What follows belongs to an exercise in optimizing a design on an open flow for small area; a production flow would make more cautious choices.
Only simulation tests tie the RTL to the original design; equivalence was not proved.
Power is estimated from default activity; no workload was simulated.

Setup of run 1:
==> flow/design.v <==
module serial
    ( input  clk
    , input  reset
    , input  enable
    , input  can_send
    , input [7:0] data_in
    , input  in_stb
    , output wire [7:0] data_out
    , output wire  out_stb
    );
  reg [15:0] x;       
  reg [15:0] y;       
  reg [15:0] a;       
  reg        nl;      
  reg        cmd_up;  
  reg        cmd_dn;  
  reg [4:0]  st;
  wire in_mode   = (st[4:3] == 2'b00);
  wire mul_mode  = (st[4:3] == 2'b01);
  wire send_mode = (st[4:3] == 2'b10);
  wire newline = ~data_in[5];
  wire digit   = data_in[4] & ~data_in[6];
  wire apply   = in_stb & in_mode & digit;
  wire [3:0] n = data_in[3:0];
  wire send = send_mode & ~nl & can_send;
  genvar i;
  wire [3:0]  nx = (apply & ~cmd_up & ~cmd_dn) ? n : 4'd0;
  wire [16:0] xc;
  wire [15:0] xs;
  assign xc[0] = 1'b0;
  generate for (i = 0; i < 16; i = i + 1) begin : xadd
    if (i < 4) begin : f
      assign xs[i]   = x[i] ^ nx[i] ^ xc[i];
      assign xc[i+1] = (x[i] & nx[i]) | (xc[i] & (x[i] ^ nx[i]));
    end else begin : h
      assign xs[i]   = x[i] ^ xc[i];
      assign xc[i+1] = x[i] & xc[i];
    end
  end endgenerate
  wire [15:0] x_add = xs | {16{xc[16]}};
  wire        sub = apply & cmd_up;
  wire [3:0]  ny = (apply & (cmd_up | cmd_dn)) ? n : 4'd0;
  wire [15:0] yi = y ^ {16{sub}};
  wire [16:0] yc;
  wire [15:0] ys;
  assign yc[0] = 1'b0;
  generate for (i = 0; i < 16; i = i + 1) begin : yadd
    if (i < 4) begin : f
      assign ys[i]   = yi[i] ^ ny[i] ^ yc[i];
      assign yc[i+1] = (yi[i] & ny[i]) | (yc[i] & (yi[i] ^ ny[i]));
    end else begin : h
      assign ys[i]   = yi[i] ^ yc[i];
      assign yc[i+1] = yi[i] & yc[i];
    end
  end endgenerate
  wire [15:0] y_next = (ys | {16{yc[16]}}) ^ {16{sub}};
  wire [15:0] p0 = y & {16{x[0]}};
  wire [15:0] p1 = y & {16{x[1]}};
  wire [16:0] cs_s, cs_c;
  generate for (i = 0; i < 17; i = i + 1) begin : csa
    wire o1 = (i < 16) ? a[i]  : 1'b0;
    wire o2 = (i < 16) ? p0[i] : 1'b0;
    wire o3 = (i > 0) ? p1[i-1] : 1'b0;
    assign cs_s[i] = o1 ^ o2 ^ o3;
    assign cs_c[i] = (o1 & o2) | (o3 & (o1 ^ o2));
  end endgenerate
  wire [17:0] sum;
  wire [17:0] rc;
  assign sum[0] = cs_s[0];
  assign rc[1]  = 1'b0;
  generate for (i = 1; i < 17; i = i + 1) begin : rca
    assign sum[i]  = cs_s[i] ^ cs_c[i-1] ^ rc[i];
    assign rc[i+1] = (cs_s[i] & cs_c[i-1]) | (rc[i] & (cs_s[i] ^ cs_c[i-1]));
  end endgenerate
  assign sum[17] = cs_c[16] ^ rc[17];
  wire inc = (in_mode & in_stb & newline & nl) | mul_mode | send;
  always @(posedge clk or posedge reset) begin
    if (reset) begin
      x  <= 16'd0;
      y  <= 16'd0;
      a  <= 16'd0;
      nl <= 1'b1;
      st <= 5'b00111;
    end else begin
      x <= mul_mode ? {sum[1:0], x[15:2]} : send ? {x[11:0], 4'd0} : x_add;
      y <= y_next;
      if (mul_mode) a <= sum[17:2];
      else if (send) a <= {a[11:0], x[15:12]};
      if (in_stb) nl <= newline & in_mode;
      if (inc) st <= st + 5'd1;
    end
  end
  always @(posedge clk) begin
    if (in_stb & data_in[6]) begin
      cmd_up <= data_in[4];
      cmd_dn <= data_in[1];
    end
  end
  wire [3:0] nib = a[15:12];
  wire letter = nib[3] & (nib[2] | nib[1]);
  assign data_out = letter ? {4'h6, 1'b0, nib[2:0] - 3'd1} : {4'h3, nib};
  assign out_stb  = send;
endmodule
Settings: LEC_CHECK=0, CAP_MARGIN=20, CORE_MARGIN=2, CORE_UTILIZATION=40, SLEW_MARGIN=20; clock period 10.0 ns.
run.sh (not shown) runs the stock make flow with config.mk's settings and CLKGATE_MAP_FILE= SYNTH_SCRIPT=/design/flow/synth_recipe.tcl, a recipe that flattens the netlist after the stock synthesis.
Changes in run 2 relative to run 1:
--- a/flow/design.v
+++ b/flow/design.v
@@ -80,24 +80,35 @@
       y  <= 16'd0;
       a  <= 16'd0;
       nl <= 1'b1;
       st <= 5'b00111;
     end else begin
-      x <= mul_mode ? {sum[1:0], x[15:2]} : send ? {x[11:0], 4'd0} : x_add;
+      x <= mul_mode ? {sum[1:0], x[15:2]} : x_add;
       y <= y_next;
       if (mul_mode) a <= sum[17:2];
-      else if (send) a <= {a[11:0], x[15:12]};
       if (in_stb) nl <= newline & in_mode;
       if (inc) st <= st + 5'd1;
     end
   end
   always @(posedge clk) begin
     if (in_stb & data_in[6]) begin
       cmd_up <= data_in[4];
       cmd_dn <= data_in[1];
     end
   end
-  wire [3:0] nib = a[15:12];
+  reg [3:0] nib;
+  always @(*) begin
+    case (st[2:0])
+      3'd0: nib = a[15:12];
+      3'd1: nib = a[11:8];
+      3'd2: nib = a[7:4];
+      3'd3: nib = a[3:0];
+      3'd4: nib = x[15:12];
+      3'd5: nib = x[11:8];
+      3'd6: nib = x[7:4];
+      default: nib = x[3:0];
+    endcase
+  end
   wire letter = nib[3] & (nib[2] | nib[1]);
   assign data_out = letter ? {4'h6, 1'b0, nib[2:0] - 3'd1} : {4'h3, nib};
   assign out_stb  = send;
 endmodule
Notes after the runs:
Run 2 against run 1: worst-case clock buffer depth saw little to no change, sequential share of layout area saw a decrease, synthesized cell count saw an increase, via count saw an increase.
Final critical path time including I/O delays and setup: run 2 vs run 1 down 0.68 ns
Die area | run 2 > run 1
Area after synthesis grows by a few percent when moving from run 1 to run 2.
Per the comparison of run 2 with run 1, total power up about 120%; parity-gate share of the synthesized area counting xor and xnor cells went up by 2.8 points; die height climbed 1.8%.


v6:
Starts from the design.v that is shown in full above.
==> flow/config.mk <==
export PLATFORM = sky130hd
export DESIGN_NAME = serial
export DESIGN_NICKNAME = serial
export VERILOG_FILES = /design/flow/design.v
export SDC_FILE = /design/flow/constraint.sdc
export NUM_CORES = 4
export LEC_CHECK = 0
export CAP_MARGIN = 0
export CORE_MARGIN = 2
export CORE_UTILIZATION = 40
export SLEW_MARGIN = 0
==> flow/constraint.sdc <==
create_clock -name core_clock -period 10.0 [get_ports {clk}]
set_input_delay 2.0000 -clock core_clock [delete_from_list [all_inputs] [get_ports {clk}]]
set_output_delay 2.0000 -clock core_clock [all_outputs]
set_load 0.01 [all_outputs]
standard.sh (not shown) runs the stock make flow with config.mk's settings and CLKGATE_MAP_FILE= SYNTH_SCRIPT=/design/flow/synth_recipe.tcl, a recipe that flattens the netlist after the stock synthesis.
==> flow/flow/run.sh <==
#!/bin/bash
# Own layout flow: the standard synthesis (standard.sh synth), then an
# area-oriented ABC remap of its combinational logic (registers keep their
# names and cell types), then the standard layout steps from floorplan to
# finish, with buf_1 cells as the port buffers. Each tool's output goes to a
# log file of its own in this folder.
set -euo pipefail
here=$(pwd)
res=$here/orfs/results/$FLOW_PLATFORM/serial/base
lib=$FLOW_HOME/platforms/$FLOW_PLATFORM/lib/sky130_fd_sc_hd__tt_025C_1v80.lib
yosys_bin=/OpenROAD-flow-scripts/tools/install/yosys/bin/yosys
[[ -x $yosys_bin ]] || yosys_bin=yosys

bash standard.sh synth > synth_standard.log 2>&1
cp "$res/1_2_yosys.v" "$here/synth_standard.v"

sed -e "s#@LIB@#$lib#g" -e "s#@IN@#$here/synth_standard.v#" \
    -e "s#@ABC@#$here/flow/remap.abc#" -e "s#@STAT@#$here/remap_stat.txt#" \
    -e "s#@OUT@#$here/remap_all.v#" flow/remap.ys > remap_run.ys
"$yosys_bin" -s remap_run.ys > remap.log 2>&1
# keep only the top module (the others are the liberty cells read for their functions)
awk '/^module serial\(/,/^endmodule/' remap_all.v > remap.v
grep -q '^module serial(' remap.v
if grep -q '^ *assign ' remap.v; then echo "remap left an assign" >&2; exit 1; fi

cp remap.v "$res/1_2_yosys.v"
rm -f "$res/1_synth.odb" "$res/1_synth.sdc"
export BUFFER_PORTS_ARGS="-buffer_cell sky130_fd_sc_hd__buf_1"
export CTS_ARGS="-sink_clustering_enable -repair_clock_nets -dont_use_dummy_load"
bash standard.sh > layout.log 2>&1
test -f out/final.def
==> flow/flow/remap.abc <==
strash
dch -f
amap
==> flow/flow/remap.ys <==
# Area-oriented remap of the standard synthesis netlist's combinational logic.
# Flip-flops, full and half adders and tie cells stay as they are (same
# instance names and cell types); the other cells are flattened into their
# liberty functions and mapped again by ABC with remap.abc.
read_liberty -ignore_miss_func @LIB@
read_verilog @IN@
hierarchy -top serial
setattr -mod -set keep_hierarchy 1 sky130_fd_sc_hd__df* sky130_fd_sc_hd__edf* sky130_fd_sc_hd__fa_* sky130_fd_sc_hd__ha_* sky130_fd_sc_hd__conb_1
flatten
opt_clean
abc -liberty @LIB@ -script @ABC@ -dont_use sky130_fd_sc_hd__probe_p_8 -dont_use sky130_fd_sc_hd__probec_p_8 -dont_use sky130_fd_sc_hd__lpflow*
opt_clean -purge
hilomap -singleton -hicell sky130_fd_sc_hd__conb_1 HI -locell sky130_fd_sc_hd__conb_1 LO
splitnets
opt_clean -purge
insbuf -buf sky130_fd_sc_hd__buf_1 A X
opt_clean -purge
tee -o @STAT@ stat -liberty @LIB@
write_verilog -noattr -nohex -nodec @OUT@
Edits applied to the flow inputs when going from v6 to v7:
--- a/flow/design.v
+++ b/flow/design.v
@@ -13,7 +13,7 @@
   reg [15:0] a;       
   reg        nl;      
-  reg        cmd_up;  
-  reg        cmd_dn;  
   reg [4:0]  st;
+  wire       cmd_up = st[1];
+  wire       cmd_dn = st[0];
   wire in_mode   = (st[4:3] == 2'b00);
   wire mul_mode  = (st[4:3] == 2'b01);
@@ -74,5 +74,7 @@
   end endgenerate
   assign sum[17] = cs_c[16] ^ rc[17];
-  wire inc = (in_mode & in_stb & newline & nl) | mul_mode | send;
+  wire empty_line = in_mode & in_stb & newline & nl;
+  wire cmd_load   = in_mode & in_stb & data_in[6];
+  wire inc        = mul_mode | send;
   always @(posedge clk or posedge reset) begin
     if (reset) begin
@@ -81,5 +83,5 @@
       a  <= 16'd0;
       nl <= 1'b1;
-      st <= 5'b00111;
+      st <= 5'b00000;
     end else begin
       x <= mul_mode ? {sum[1:0], x[15:2]} : send ? {x[11:0], 4'd0} : x_add;
@@ -88,11 +90,7 @@
       else if (send) a <= {a[11:0], x[15:12]};
       if (in_stb) nl <= newline & in_mode;
-      if (inc) st <= st + 5'd1;
-    end
-  end
-  always @(posedge clk) begin
-    if (in_stb & data_in[6]) begin
-      cmd_up <= data_in[4];
-      cmd_dn <= data_in[1];
+      if (empty_line) st <= 5'b01000;
+      else if (cmd_load) st[1:0] <= {data_in[4], data_in[1]};
+      else if (inc) st <= st + 5'd1;
     end
   end
Results
v7 against v6; floorplan die width is down slightly. Compared to v6, v7 has worst setup slack 0.24 ns higher. Fraction of power spent switching nets across v6 and v7: no real change. Post-route minimum period | v7 below v6. Final clock period utilization by the worst path: v7 lower than v6. Synthesized cell count of v7 exceeds that of v6 slightly. Final cell count: v6 and v7 compared, higher one is v7. | first-iteration DRC count | v7 vs v6 | 13% lower |. The fraction of standard cell area that is sequential in v7 sits 1.4 points below the value recorded for v6. Between v6 and v7, the difference in synthesis-to-finish area growth is negligible. In the flow results for v6 and v7, the overall power is larger on v6. Between v6 and v7, the difference in cell leakage power is negligible. Diff v6 -> v7 | number of filler cells placed in the layout | up slightly.

[static timing again, ports no longer ideal]
Ports are ideal in the flow. The routed layouts listed here were re-timed in OpenROAD.
Step 1 assumes that a clkbuf_16 drives the clock port and a buf_2 every other input.
Step 2 adds t to the input delays and takes it off the output delays; t is the mean of the earliest and latest rising clock arrival at the registers after step 1. Input paths then give back, and output paths get back, about the clock's delay inside the block.
a / b / c = no drivers / after step 1 / after step 2; a / b = the first two.
run | t (ns) | setup slack, ns | worst slew at a driven data input, ns | cell pins on the clock port's net
run 1 | 0.341 | 2.089 / 2.089 / 1.891 | 0.03 | 1
run 2 | 0.336 | 2.765 / 2.765 / 2.476 | 0.03 | 1
v6 | 0.333 | 1.807 / 1.814 / 1.481 | 0.03 | 1
v7 | 0.341 | 2.044 / 2.044 / 1.714 | 0.03 | 1
After both steps setup and hold are still met in every run listed. The setup slack of v7, which loses most, moves by 0.000 ns with the drivers and by -0.330 ns with both steps.
